What follows belongs to an exercise in optimizing a design on an open flow for small area; a production flow would make more cautious choices. The RTL was checked by simulation tests, not by an equivalence proof against the original design. No activity file was given, so power comes from the tool's default toggle rates.

## flow/design.v (module list and top-level ports; edited modules follow where they fit)
// module mult_add: 607 lines
// module rmux: 3 lines
// module bpp: 3 lines
// module fa: 4 lines
// module fa1: 4 lines
// module or2: 3 lines
// module ha: 4 lines
// module xn: 3 lines
// module MAC: 41 lines
module MAC(
input clk,
input rst,
input [16 - 1 : 0] mac_en, 
input [16 * 16 - 1 : 0] img,
input [16 / 8 * 16 - 1 : 0] ker,
input [16 * 28 - 1 : 0] partial_output, 
output [16 * 33 - 1 : 0] result, 
output reg result_vld,
output partial_output_prepare
    );
  // ...
==> flow/flow/run.sh <==
#!/bin/bash
# The standard layout (the standard.sh: standard synthesis, floorplan,
# placement, CTS, routing), with the ports buffered by the smallest buffer
# instead of the one buffer_ports picks on its own.
set -euo pipefail
export BUFFER_PORTS_ARGS="-buffer_cell sky130_fd_sc_hd__buf_1"
bash standard.sh synth > synth.log 2>&1
bash standard.sh finish > finish.log 2>&1
==> flow/standard.sh <==
#!/bin/bash
# synth_recipe.tcl (not shown) runs the flow's synth.tcl, then flattens the netlist and writes it again
# the make line also repeats each setting of config.mk as NAME=value (left out here)
make -C /OpenROAD-flow-scripts/flow DESIGN_CONFIG=/design/flow/config.mk WORK_HOME=/design/flow/orfs CLKGATE_MAP_FILE= SYNTH_SCRIPT=/design/flow/synth_recipe.tcl "${@:-finish}"
==> flow/config.mk <==
export PLATFORM = sky130hd
export DESIGN_NAME = MAC
export DESIGN_NICKNAME = MAC
export VERILOG_FILES = /design/flow/design.v
export SDC_FILE = /design/flow/constraint.sdc
export NUM_CORES = 4
export LEC_CHECK = 0
export ABC_CLOCK_PERIOD_IN_PS = 8500
export CAP_MARGIN = 20
export CORE_MARGIN = 2
export CORE_UTILIZATION = 55
export CTS_CLUSTER_DIAMETER = 100
export CTS_CLUSTER_SIZE = 30
export PLACE_DENSITY = 0.7
export SLEW_MARGIN = 20
export SYNTH_HIERARCHICAL = 1
export SYNTH_MINIMUM_KEEP_SIZE = 0
==> flow/constraint.sdc <==
create_clock -name core_clock -period 8.5 [get_ports {clk}]
set_input_delay 1.7000 -clock core_clock [delete_from_list [all_inputs] [get_ports {clk}]]
set_output_delay 1.7000 -clock core_clock [all_outputs]
set_load 0.01 [all_outputs]
==> reports/results.ini, run 1 <==
[clocking]
tritoncts = done

[routing]
drtPass1Iterations = 5
met1Wirelength_um = 177000
vias = 105000

[floorplanning]
taps = 2975
die_area_sq_um = 228000
io_pins = 1284
rows = 173
core_sq_um = 223000

[cells_and_area]
diodes = 119
final.clkbuf_count = 76
multi_input_area_sq_um = 101000
fill_cells = 18700

[flow_run]
maxCapViolCount = 0

[sta]
setup_violations = 0
maxSlewViolCount = 0
period_share = 0.983

[synthesis]
yosys_warnings = 9
synth_top_family_by_area = adder cells
avgSynthCellArea_sq_um = 11.2
synthMuxAreaShare = 0
synth_top_area_cell = fa_1
synth-adder-area-share = 0.401
synth-compound-area-share = 0.216

[critical_path]
worst-path-buf-inv = 1
critPathKind = in2reg
cp_data_arrival_time_ns = 9.01
crit_cells = 22

[global_routing]
grt_max_degree = 66
grt_busiest_layer = met2

[placement]
io_buffers = 1283

[power]
intPower_uw = 22700
power_uw = 44000

[outcome]
status = finished clean

==> run 2: changes to the inputs <==
--- a/flow/design.v
+++ b/flow/design.v
@@ -355,17 +355,17 @@
 wire s67, c68; fa u_s67 (.a(c54), .b(s61), .ci(s63), .s(s67), .co(c68));
 wire s69, c70; fa u_s69 (.a(c56), .b(s65), .ci(s67), .s(s69), .co(c70));
 wire s71, c72; fa u_s71 (.a(c58), .b(s69), .ci(c60), .s(s71), .co(c72));
 wire s73, c74; fa u_s73 (.a(C[11]), .b(pp0_11), .ci(pp1_9), .s(s73), .co(c74));
 wire s75, c76; fa u_s75 (.a(pp2_7), .b(pp3_5), .ci(pp4_3), .s(s75), .co(c76));
 wire s77, c78; fa u_s77 (.a(pp5_1), .b(c62), .ci(c64), .s(s77), .co(c78));
 wire s79, c80; fa u_s79 (.a(s73), .b(s75), .ci(c66), .s(s79), .co(c80));
 wire s81, c82; fa u_s81 (.a(c68), .b(s77), .ci(s79), .s(s81), .co(c82));
-wire s83, c84; fa u_s83 (.a(c70), .b(s81), .ci(c72), .s(s83), .co(c84));
+wire s83, c84; ha u_s83 (.a(c70), .b(s81), .s(s83), .co(c84));
 wire s85, c86; fa u_s85 (.a(C[12]), .b(ng6), .ci(pp0_12), .s(s85), .co(c86));
 wire s87, c88; fa u_s87 (.a(pp1_10), .b(pp2_8), .ci(pp3_6), .s(s87), .co(c88));
 wire s89, c90; fa u_s89 (.a(pp4_4), .b(pp5_2), .ci(pp6_0), .s(s89), .co(c90));
 wire s91, c92; fa u_s91 (.a(c74), .b(c76), .ci(s85), .s(s91), .co(c92));
 wire s93, c94; fa u_s93 (.a(s87), .b(s89), .ci(c78), .s(s93), .co(c94));
 wire s95, c96; fa u_s95 (.a(s91), .b(c80), .ci(s93), .s(s95), .co(c96));
 wire s97, c98; ha u_s97 (.a(c82), .b(s95), .s(s97), .co(c98));
 wire s99, c100; fa u_s99 (.a(C[13]), .b(pp0_13), .ci(pp1_11), .s(s99), .co(c100));
@@ -454,147 +454,134 @@
 wire s265, c266; fa u_s265 (.a(C[26]), .b(pp5_16), .ci(pp6_14), .s(s265), .co(c266));
 wire s267, c268; fa u_s267 (.a(pp7_12), .b(c258), .ci(s265), .s(s267), .co(c268));
 wire s269, c270; fa u_s269 (.a(c260), .b(s267), .ci(c262), .s(s269), .co(c270));
 wire s271, c272; fa u_s271 (.a(c27n), .b(pp6_15), .ci(pp7_13), .s(s271), .co(c272));
 wire s273, c274; fa u_s273 (.a(c266), .b(s271), .ci(c268), .s(s273), .co(c274));
 wire s275, c276; fa u_s275 (.a(pp6_16), .b(pp7_14), .ci(c272), .s(s275), .co(c276));
 wire s277 = ~pp7_15;
 wire c278 = pp7_15;
-wire g12 = s97 & c84;
-wire p12 = s97 ^ c84;
-wire g13 = c98 & s111;
-wire p13 = c98 ^ s111;
-wire g14 = c112 & s127;
-wire p14 = c112 ^ s127;
-wire g15 = c128 & s143;
-wire p15 = c128 ^ s143;
-wire g16 = c144 & s159;
-wire p16 = c144 ^ s159;
-wire g17 = s175 & c160;
-wire p17 = s175 ^ c160;
-wire g18 = c176 & s189;
-wire p18 = c176 ^ s189;
-wire g19 = s203 & c190;
-wire p19 = s203 ^ c190;
-wire g20 = c204 & s215;
-wire p20 = c204 ^ s215;
-wire g21 = s227 & c216;
-wire p21 = s227 ^ c216;
-wire g22 = c228 & s237;
-wire p22 = c228 ^ s237;
-wire g23 = s247 & c238;
-wire p23 = s247 ^ c238;
-wire g24 = c248 & s255;
-wire p24 = c248 ^ s255;
-wire g25 = s263 & c256;
-wire p25 = s263 ^ c256;
-wire g26 = c264 & s269;
-wire p26 = c264 ^ s269;
-wire g27 = s273 & c270;
-wire p27 = s273 ^ c270;
-wire g28 = s275 & c274;
-wire p28 = s275 ^ c274;
-wire g29 = s277 & c276;
-wire p29 = s277 ^ c276;
-wire g30 = c278 & pp7_16;
-wire p30 = c278 ^ pp7_16;
-wire g31 = 1'b0 & 1'b1;
-wire p31 = 1'b0 ^ 1'b1;
-wire g32 = 1'b0 & 1'b1;
-wire p32 = 1'b0 ^ 1'b1;
-wire G279 = g13 | (p13 & g12);
-wire P280 = p13 & p12;
-wire G281 = g15 | (p15 & g14);
-wire P282 = p15 & p14;
-wire G283 = g17 | (p17 & g16);
-wire P284 = p17 & p16;
-wire G285 = g19 | (p19 & g18);
-wire P286 = p19 & p18;
-wire G287 = g21 | (p21 & g20);
-wire P288 = p21 & p20;
-wire G289 = g23 | (p23 & g22);
-wire P290 = p23 & p22;
-wire G291 = g25 | (p25 & g24);
-wire P292 = p25 & p24;
-wire G293 = g27 | (p27 & g26);
-wire P294 = p27 & p26;
-wire G295 = g29 | (p29 & g28);
-wire P296 = p29 & p28;
-wire G297 = g31 | (p31 & g30);
-wire P298 = p31 & p30;
-wire G299 = G281 | (P282 & G279);
-wire P300 = P282 & P280;
-wire G301 = G285 | (P286 & G283);
-wire P302 = P286 & P284;
-wire G303 = G289 | (P290 & G287);
-wire P304 = P290 & P288;
-wire G305 = G293 | (P294 & G291);
-wire P306 = P294 & P292;
-wire G307 = G297 | (P298 & G295);
-wire P308 = P298 & P296;
-wire G309 = G301 | (P302 & G299);
-wire P310 = P302 & P300;
-wire G311 = G305 | (P306 & G303);
-wire P312 = P306 & P304;
-wire G313 = G311 | (P312 & G309);
-wire P314 = P312 & P310;
-wire G315 = G303 | (P304 & G309);
-wire P316 = P304 & P310;
-wire G317 = G307 | (P308 & G313);
-wire P318 = P308 & P314;
-wire G319 = G283 | (P284 & G299);
-wire P320 = P284 & P300;
-wire G321 = G287 | (P288 & G309);
-wire P322 = P288 & P310;
-wire G323 = G291 | (P292 & G315);
-wire P324 = P292 & P316;
-wire G325 = G295 | (P296 & G313);
-wire P326 = P296 & P314;
-wire G327 = g14 | (p14 & G279);
-wire P328 = p14 & P280;
-wire G329 = g16 | (p16 & G299);
-wire P330 = p16 & P300;
-wire G331 = g18 | (p18 & G319);
-wire P332 = p18 & P320;
-wire G333 = g20 | (p20 & G309);
-wire P334 = p20 & P310;
-wire G335 = g22 | (p22 & G321);
-wire P336 = p22 & P322;
-wire G337 = g24 | (p24 & G315);
-wire P338 = p24 & P316;
-wire G339 = g26 | (p26 & G323);
-wire P340 = p26 & P324;
-wire G341 = g28 | (p28 & G313);
-wire P342 = p28 & P314;
-wire G343 = g30 | (p30 & G325);
-wire P344 = p30 & P326;
-wire G345 = g32 | (p32 & G317);
-wire P346 = p32 & P318;
-wire o347 = p13 ^ g12;
-wire o348 = p14 ^ G279;
-wire o349 = p15 ^ G327;
-wire o350 = p16 ^ G299;
-wire o351 = p17 ^ G329;
-wire o352 = p18 ^ G319;
-wire o353 = p19 ^ G331;
-wire o354 = p20 ^ G309;
-wire o355 = p21 ^ G333;
-wire o356 = p22 ^ G321;
-wire o357 = p23 ^ G335;
-wire o358 = p24 ^ G315;
-wire o359 = p25 ^ G337;
-wire o360 = p26 ^ G323;
-wire o361 = p27 ^ G339;
-wire o362 = p28 ^ G313;
-wire o363 = p29 ^ G341;
-wire o364 = p30 ^ G325;
-wire o365 = p31 ^ G343;
-wire o366 = p32 ^ G317;
-wire [32:0] sum = {o366, o365, o364, o363, o362, o361, o360, o359, o358, o357, o356, o355, o354, o353, o352, o351, o350, o349, o348, o347, p12, s83, s71, s59, s49, s39, s31, s23, s17, s11, s7, s3, s1};
+wire g11, p11; ha u_gp11 (.a(s83), .b(c72), .s(p11), .co(g11));
+wire g12, p12; ha u_gp12 (.a(c84), .b(s97), .s(p12), .co(g12));
+wire g13, p13; ha u_gp13 (.a(c98), .b(s111), .s(p13), .co(g13));
+wire g14, p14; ha u_gp14 (.a(c112), .b(s127), .s(p14), .co(g14));
+wire g15, p15; ha u_gp15 (.a(c128), .b(s143), .s(p15), .co(g15));
+wire g16, p16; ha u_gp16 (.a(c144), .b(s159), .s(p16), .co(g16));
+wire g17, p17; ha u_gp17 (.a(s175), .b(c160), .s(p17), .co(g17));
+wire g18, p18; ha u_gp18 (.a(c176), .b(s189), .s(p18), .co(g18));
+wire g19, p19; ha u_gp19 (.a(s203), .b(c190), .s(p19), .co(g19));
+wire g20, p20; ha u_gp20 (.a(c204), .b(s215), .s(p20), .co(g20));
+wire g21, p21; ha u_gp21 (.a(s227), .b(c216), .s(p21), .co(g21));
+wire g22, p22; ha u_gp22 (.a(c228), .b(s237), .s(p22), .co(g22));
+wire g23, p23; ha u_gp23 (.a(s247), .b(c238), .s(p23), .co(g23));
+wire g24, p24; ha u_gp24 (.a(c248), .b(s255), .s(p24), .co(g24));
+wire g25, p25; ha u_gp25 (.a(s263), .b(c256), .s(p25), .co(g25));
+wire g26, p26; ha u_gp26 (.a(c264), .b(s269), .s(p26), .co(g26));
+wire g27, p27; ha u_gp27 (.a(s273), .b(c270), .s(p27), .co(g27));
+wire g28, p28; ha u_gp28 (.a(s275), .b(c274), .s(p28), .co(g28));
+wire g29, p29; ha u_gp29 (.a(s277), .b(c276), .s(p29), .co(g29));
+wire g30, p30; ha u_gp30 (.a(c278), .b(pp7_16), .s(p30), .co(g30));
+wire g31 = 1'b0;
+wire p31 = 1'b1;
+wire g32 = 1'b0;
+wire p32 = 1'b1;
+wire G279 = g12 | (p12 & g11);
+wire P280 = p12 & p11;
+wire G281 = g14 | (p14 & g13);
+wire P282 = p14 & p13;
+wire G283 = g16 | (p16 & g15);
+wire P284 = p16 & p15;
+wire G285 = g18 | (p18 & g17);
+wire P286 = p18 & p17;
+wire G287 = g20 | (p20 & g19);
+wire P288 = p20 & p19;
+wire G289 = g22 | (p22 & g21);
+wire P290 = p22 & p21;
+wire G291 = g24 | (p24 & g23);
+wire P292 = p24 & p23;
+wire G293 = g26 | (p26 & g25);
+wire P294 = p26 & p25;
+wire G295 = g28 | (p28 & g27);
+wire P296 = p28 & p27;
+wire G297 = g30 | (p30 & g29);
+wire P298 = p30 & p29;
+wire G299 = g32 | (p32 & g31);
+wire P300 = p32 & p31;
+wire G301 = G281 | (P282 & G279);
+wire P302 = P282 & P280;
+wire G303 = G285 | (P286 & G283);
+wire P304 = P286 & P284;
+wire G305 = G289 | (P290 & G287);
+wire P306 = P290 & P288;
+wire G307 = G293 | (P294 & G291);
+wire P308 = P294 & P292;
+wire G309 = G297 | (P298 & G295);
+wire P310 = P298 & P296;
+wire G311 = G303 | (P304 & G301);
+wire P312 = P304 & P302;
+wire G313 = G307 | (P308 & G305);
+wire P314 = P308 & P306;
+wire G315 = G313 | (P314 & G311);
+wire P316 = P314 & P312;
+wire G317 = G305 | (P306 & G311);
+wire P318 = P306 & P312;
+wire G319 = G309 | (P310 & G315);
+wire P320 = P310 & P316;
+wire G321 = G283 | (P284 & G301);
+wire P322 = P284 & P302;
+wire G323 = G287 | (P288 & G311);
+wire P324 = P288 & P312;
+wire G325 = G291 | (P292 & G317);
+wire P326 = P292 & P318;
+wire G327 = G295 | (P296 & G315);
+wire P328 = P296 & P316;
+wire G329 = G299 | (P300 & G319);
+wire P330 = P300 & P320;
+wire G331 = g13 | (p13 & G279);
+wire P332 = p13 & P280;
+wire G333 = g15 | (p15 & G301);
+wire P334 = p15 & P302;
+wire G335 = g17 | (p17 & G321);
+wire P336 = p17 & P322;
+wire G337 = g19 | (p19 & G311);
+wire P338 = p19 & P312;
+wire G339 = g21 | (p21 & G323);
+wire P340 = p21 & P324;
+wire G341 = g23 | (p23 & G317);
+wire P342 = p23 & P318;
+wire G343 = g25 | (p25 & G325);
+wire P344 = p25 & P326;
+wire G345 = g27 | (p27 & G315);
+wire P346 = p27 & P316;
+wire G347 = g29 | (p29 & G327);
+wire P348 = p29 & P328;
+wire G349 = g31 | (p31 & G319);
+wire P350 = p31 & P320;
+wire o351; xo u_o351 (.a(p12), .b(g11), .y(o351));
+wire o352; xo u_o352 (.a(p13), .b(G279), .y(o352));
+wire o353; xo u_o353 (.a(p14), .b(G331), .y(o353));
+wire o354; xo u_o354 (.a(p15), .b(G301), .y(o354));
+wire o355; xo u_o355 (.a(p16), .b(G333), .y(o355));
+wire o356; xo u_o356 (.a(p17), .b(G321), .y(o356));
+wire o357; xo u_o357 (.a(p18), .b(G335), .y(o357));
+wire o358; xo u_o358 (.a(p19), .b(G311), .y(o358));
+wire o359; xo u_o359 (.a(p20), .b(G337), .y(o359));
+wire o360; xo u_o360 (.a(p21), .b(G323), .y(o360));
+wire o361; xo u_o361 (.a(p22), .b(G339), .y(o361));
+wire o362; xo u_o362 (.a(p23), .b(G317), .y(o362));
+wire o363; xo u_o363 (.a(p24), .b(G341), .y(o363));
+wire o364; xo u_o364 (.a(p25), .b(G325), .y(o364));
+wire o365; xo u_o365 (.a(p26), .b(G343), .y(o365));
+wire o366; xo u_o366 (.a(p27), .b(G315), .y(o366));
+wire o367; xo u_o367 (.a(p28), .b(G345), .y(o367));
+wire o368; xo u_o368 (.a(p29), .b(G327), .y(o368));
+wire o369; xo u_o369 (.a(p30), .b(G347), .y(o369));
+wire o370 = p31 ^ G319;
+wire o371 = p32 ^ G349;
+wire [32:0] sum = {o371, o370, o369, o368, o367, o366, o365, o364, o363, o362, o361, o360, o359, o358, o357, o356, o355, o354, o353, o352, o351, p11, s71, s59, s49, s39, s31, s23, s17, s11, s7, s3, s1};
 genvar i;
 generate for (i = 0; i < 16; i = i + 1) begin : ab_in
     rmux u_a (.e1(e1), .d(A[i]), .e0(e0), .q(a_r[i]), .y(a_d[i]));
     rmux u_b (.e1(e1), .d(B[i]), .e0(e0), .q(b_r[i]), .y(b_d[i]));
 end
 for (i = 0; i < 33; i = i + 1) begin : p_in
     rmux u_p (.e1(e1), .d(sum[i]), .e0(e0), .q(P[i]), .y(p_d[i]));
 end
@@ -622,16 +609,19 @@
 endmodule
 module or2(input a, input b, output y);
 assign y = a | b;
 endmodule
 module ha(input a, input b, output s, output co);
 assign s = a ^ b;
 assign co = a & b;
 endmodule
+module xo(input a, input b, output y);
+assign y = a ^ b;
+endmodule
 module xn(input a, input b, output y);
 assign y = ~(a ^ b);
 endmodule
 `timescale 1ns / 1ps
 module MAC(
 input clk,
 input rst,
 input [16 - 1 : 0] mac_en, 
==> flow/config.mk (replaced) <==
export PLATFORM = sky130hd
export DESIGN_NAME = MAC
export DESIGN_NICKNAME = MAC
export VERILOG_FILES = /design/flow/design.v
export SDC_FILE = /design/flow/constraint.sdc
export NUM_CORES = 4
export LEC_CHECK = 0
export ABC_CLOCK_PERIOD_IN_PS = 8500
export CAP_MARGIN = 20
export CORE_MARGIN = 2
export CORE_UTILIZATION = 55
export CTS_CLUSTER_DIAMETER = 70
export CTS_CLUSTER_SIZE = 25
export PLACE_DENSITY = 0.7
export SLEW_MARGIN = 20
export SYNTH_HIERARCHICAL = 1
export SYNTH_MINIMUM_KEEP_SIZE = 0
==> run 2 against run 1 <==
Synthesized area fell by 0.32%. Critical path depth fell by 2. Global-route usage fell by 0.89 points. Wire length fell by 2.6%. Clock skew fell by 0.010 ns. Via count fell by 0.34%. Largest cell class unchanged.
==> reports/results.ini, run 2 <==
[floorplanning]
die_area_sq_um = 227000  ; was 228000 sq um
die_w_um = 477  ; about the same
start_util = 0.553  ; was 0.554
core_sq_um = 222000  ; was 223000 sq um
io_pins = 1284  ; unchanged
rows = 173  ; unchanged
dieHeight_um = 477  ; about the same

[placement]
place_area_sq_um = 134000  ; was 136000 sq um
dp_hpwl_um = 368000  ; was 386000 um
routabilityCongestion = 0.998  ; was 1.04
io_buffers = 1283  ; unchanged

[critical_path]
cp_data_arrival_time_ns = 8.47  ; was 9.01 ns
cp-start-kind = flop  ; was input port
critPathKind = reg2reg  ; was in2reg
cp_max_fo = 17  ; was 2
crit_chain = ha_1 > nor2_2 > fa_1 > fa_1 > fa_1 > fa_1 > fa_1 > fa_1 > fa_1 > fa_1 > fa_1 > fa_1 > ha_1 > a21o_1 > a22o_1 > a41o_4 > a21oi_1 > o21ai_1 > xor2_1 > a22o_1  ; was buf_1 > fa_1 > fa_2 > fa_1 > fa_1 > fa_1 > fa_1 > fa_1 > fa_1 > fa_1 > fa_1 > fa_2 > fa_1 > ha_1 > fa_2 > a211oi_4 > o211ai_1 > and4b_2 > or2_1 > fa_1 > xor2_1 > a22o_1
cp_slowest_cell = nor2_2  ; was fa_1
startpoint = mult_add[10].u_mult_add.b_r[1]  ; was partial_output[252]
cp_top_family = adder cells  ; unchanged
timing.rr.start = mult_add[10].u_mult_add.b_r[1]  ; was mult_add[0].u_mult_add.b_r[1]
path_common_cell = fa_1  ; unchanged
r2r_cells = 20  ; was 23
worst-path-buf-inv = 0  ; was 1
crit_cells = 20  ; was 22
critPathMaxStageDelay_ns = 0.82  ; was 0.48 ns
worst_setup_path_end_kind = flop  ; unchanged
crit_required_ns = 9.16  ; was 9.15 ns

[synthesis]
ys_seq_area_frac = 0.175  ; was 0.174
yosys_register_bits = 1073  ; unchanged
mappedNetlistArea_sq_um = 123000  ; about the same
yosysTopAreaCellShare = 0.318  ; was 0.346
synth_xor_area_frac = 0.175  ; was 0.161
yosys.area_share.simple = 0.0349  ; was 0.0301
ys.flop_type = dfxtp_1  ; unchanged
async_reset_ff_frac = 0  ; unchanged
synth_edf_count = 0  ; unchanged
synth-compound-area-share = 0.227  ; was 0.216
avgSynthCellArea_sq_um = 11.0  ; was 11.2 sq um
yosysMostFrequentCell = xnor2_1  ; unchanged
yosys_warnings = 9  ; unchanged
synth_top_area_cell = fa_1  ; unchanged
synth_top_family_by_area = adder cells  ; unchanged
synthTopCellsByArea = fa_1 32%, dfxtp_1 17%, xnor2_1 15%  ; was fa_1 35%, dfxtp_1 17%, xnor2_1 16%
ys_top_cells_by_count = 2144 x xnor2_1, 1952 x fa_1, 1920 x o22ai_1  ; was 2224 x xnor2_1, 2128 x fa_1, 1920 x o22ai_1
syn_inst = 11100  ; was 11000
synthMuxAreaShare = 0  ; unchanged
synth_cell_types = 30  ; was 32
synth-adder-area-share = 0.378  ; was 0.401
synth_nets = 14400  ; about the same

[routing]
wl_per_cell_um = 28.6  ; was 29.2 um
drt_iter0_markers = 10000  ; was 9984
routed_wl_um = 455000  ; was 468000 um
vias = 105000  ; about the same
drtPass1Iterations = 9  ; was 5
ant_nets = 0  ; unchanged
vias_per_cell = 6.56  ; about the same
drc = 0  ; unchanged

[cells_and_area]
final_common_cell = xnor2_1  ; unchanged
drive_gt1_frac = 0.0529  ; was 0.0723
area_growth_pct = 12.6  ; was 13.2%
mostFrequentLayoutCells = 2144 x xnor2_1, 1952 x fa_1, 1920 x o22ai_1  ; was 2224 x xnor2_1, 2077 x fa_1, 1920 x o22ai_1
largest_reg_flops = 528  ; unchanged
fill_cells = 18700  ; about the same
layout.nets = 16100  ; was 16300
multi_input_area_sq_um = 101000  ; about the same
stdcell_area_sq_um = 138000  ; was 140000 sq um
top_regs = mult_add.u_mult_add.P (528), mult_add.u_mult_add.a_r (256), mult_add.u_mult_add.b_r (256)  ; unchanged
max_flop_register = mult_add.u_mult_add.P  ; unchanged
regArea_sq_um = 21500  ; about the same

[global_routing]
grt_first_pass_wirelength_um = 683000  ; was 691000 um
grt_pass1_vias = 107000  ; was 106000
grt_overflow = 0  ; unchanged
grt_max_degree = 66  ; unchanged
grt_use_total = 0.395  ; was 0.404
antenna_found_initial = 150  ; was 160

[clocking]
clk_latency_ns = 0.80  ; was 0.78 ns
cts_hold_buffers = 0  ; unchanged
tritoncts = done  ; unchanged
cts.sinks = 1073  ; unchanged
numCtsBuffers = 98  ; was 71
cts_resized = 0  ; unchanged
htreeDepth = 3  ; unchanged
path_clk_slew_ns = 0.08  ; was 0.11 ns
clock_path_buffers = 3  ; unchanged
cts_root_buf = clkbuf_16  ; unchanged
cts_setup_buffers = 0  ; unchanged

[power]
vdd_drop_max_uv = 363  ; was 277 uV
intPower_uw = 23200  ; was 22700 uW
power.share.clock = 0.117  ; was 0.098
switching_share = 0.489  ; was 0.484
power_switching_uw = 22200  ; was 21300 uW
p_comb_frac = 0.725  ; was 0.738
p_leak_uw = 0.0528  ; was 0.0522 uW
p_per_area_nw_per_um2 = 328  ; was 316 nW/um^2
seqPwrFrac = 0.158  ; was 0.164

[sta]
maxSlewViolCount = 0  ; unchanged
rsz0062_at_grt = no
final_hold_viol_count = 0  ; unchanged
period_share = 0.920  ; was 0.983
relSlewSlack = 0.231  ; was 0.241
min_period_ns = 7.82  ; was 8.35 ns
fmax_ghz = 0.128  ; was 0.120 GHz
tightest_slew_ns = 1.15  ; was 1.14 ns
skew_ns = 0.0439  ; was 0.0539 ns
setup_tns_ns = 0  ; unchanged
setup_violations = 0  ; unchanged

[outcome]
status = finished clean  ; unchanged

[hold_path]
hold_depth = 1  ; unchanged
hold_class = reg2reg  ; unchanged
hp-start = mac_en_d[12][0]  ; was mac_en_d[4][0]

[flow_run]
maxCapViolCount = 0  ; unchanged

run 2: path summary, 6_finish.rpt:
kind,slack [ns],end
max,0.68,mult_add[10].u_mult_add.P[26]
min,0.45,mac_en_d[12][1]
max reg2reg,0.68,mult_add[10].u_mult_add.P[26]
min reg2reg,0.45,mac_en_d[12][1]
run 2: kinds of logic after synthesis:
logic type | after synthesis
simple gates | 864
flops | 1073
compound gates | 3856
fa+ha+maj | 2544
buf+inv | 339
xor+xnor | 2448
run 2: area by class of cell:
type / count / area share
Clock buffer: 108 / 0.0190
Multi-Input combinational cell: 9712 / 0.728
Timing Repair Buffer: 1569 / 0.0507
Clock inverter: 77 / 0.00910
Inverter: 336 / 0.00912
Antenna cell: 95 / 0.00172
Tap cell: 2975 / 0.0269
Sequential cell: 1073 / 0.155
run 2: modules after synthesis (local to each module, per instance), excerpt:
| module | flip-flops and latches | times used | cell area (sq um) | cells |
|---|---|---|---|---|
| or2 | 0 | 96 | 6.26 | 1 |
| bpp | 0 | 1920 | 6.26 | 1 |
| xn | 0 | 2144 | 8.76 | 1 |
| rmux | 0 | 1040 | 8.76 | 1 |
| MAC | 33 | 1 | 983 | 84 |
| ha | 0 | 480 | 12.5 | 1 |
| fa | 0 | 1952 | 20.0 | 1 |
run 2: metal layers:
layer | track usage | routed length, um | vias up
li1 | - | - | 45200
met1 | 0.492 | 170000 | 52700
met2 | 0.606 | 203000 | 5387
met3 | 0.107 | 46300 | 1179
met4 | 0.258 | 35400 | 74
met5 | 0 | 431 | -
run 2: power groups by stage:
stage / Combinational (uW) / Clock (uW) / Sequential (uW)
CTS: 32700 / 5380 / 7130
global placement: 31400 / 0 / 7220
detailed placement: 32300 / 0 / 7230
finish: 32900 / 5300 / 7160
global route: 36400 / 5560 / 7240
floorplan: 23600 / 0 / 7270
run 2: through the flow:
stage | util | cells | hold WS, ns | total power [uW] | setup slack (ns)
CTS | 0.621 | 15800 | 0.442 | 45200 | 0.657
global placement | 0.603 | 15700 | 0.418 | 38700 | 0.158
floorplan | - | 11100 | 0.389 | 30900 | 0.698
global route | 0.623 | 15900 | 0.464 | 49200 | 0.380
finish | 0.623 | 15900 | 0.447 | 45400 | 0.681
detailed placement | 0.604 | 15700 | 0.422 | 39600 | 0.0755

re-timing with driven ports:
The results above use ideal ports. As a check the final layouts listed here were re-extracted and re-timed, cells and wires unchanged. Step 1: set_driving_cell puts a clkbuf_16 on clk and a buf_2 on each other input, an assumption about the parent block. Step 2 times the ports against the registers' clock, not the clock port: input delays grow and output delays shrink by t, the midpoint of the rising clock arrivals with the driver on. Three values: no drivers, after step 1, after step 2; two values: the first two.
run | shift t [ns] | setup slack, ns | latest minus earliest clock arrival (ns)
run 1 | 0.864 | 0.148 / 0.236 / -0.628 | 0.054 / 0.054
run 2 | 0.884 | 0.681 / 0.681 / 0.000 | 0.058 / 0.058
Met with ideal ports but missed after step 2: setup timing in run 1. The setup slack of run 1, which loses most, moves by +0.088 ns with the drivers and by -0.776 ns with both steps.
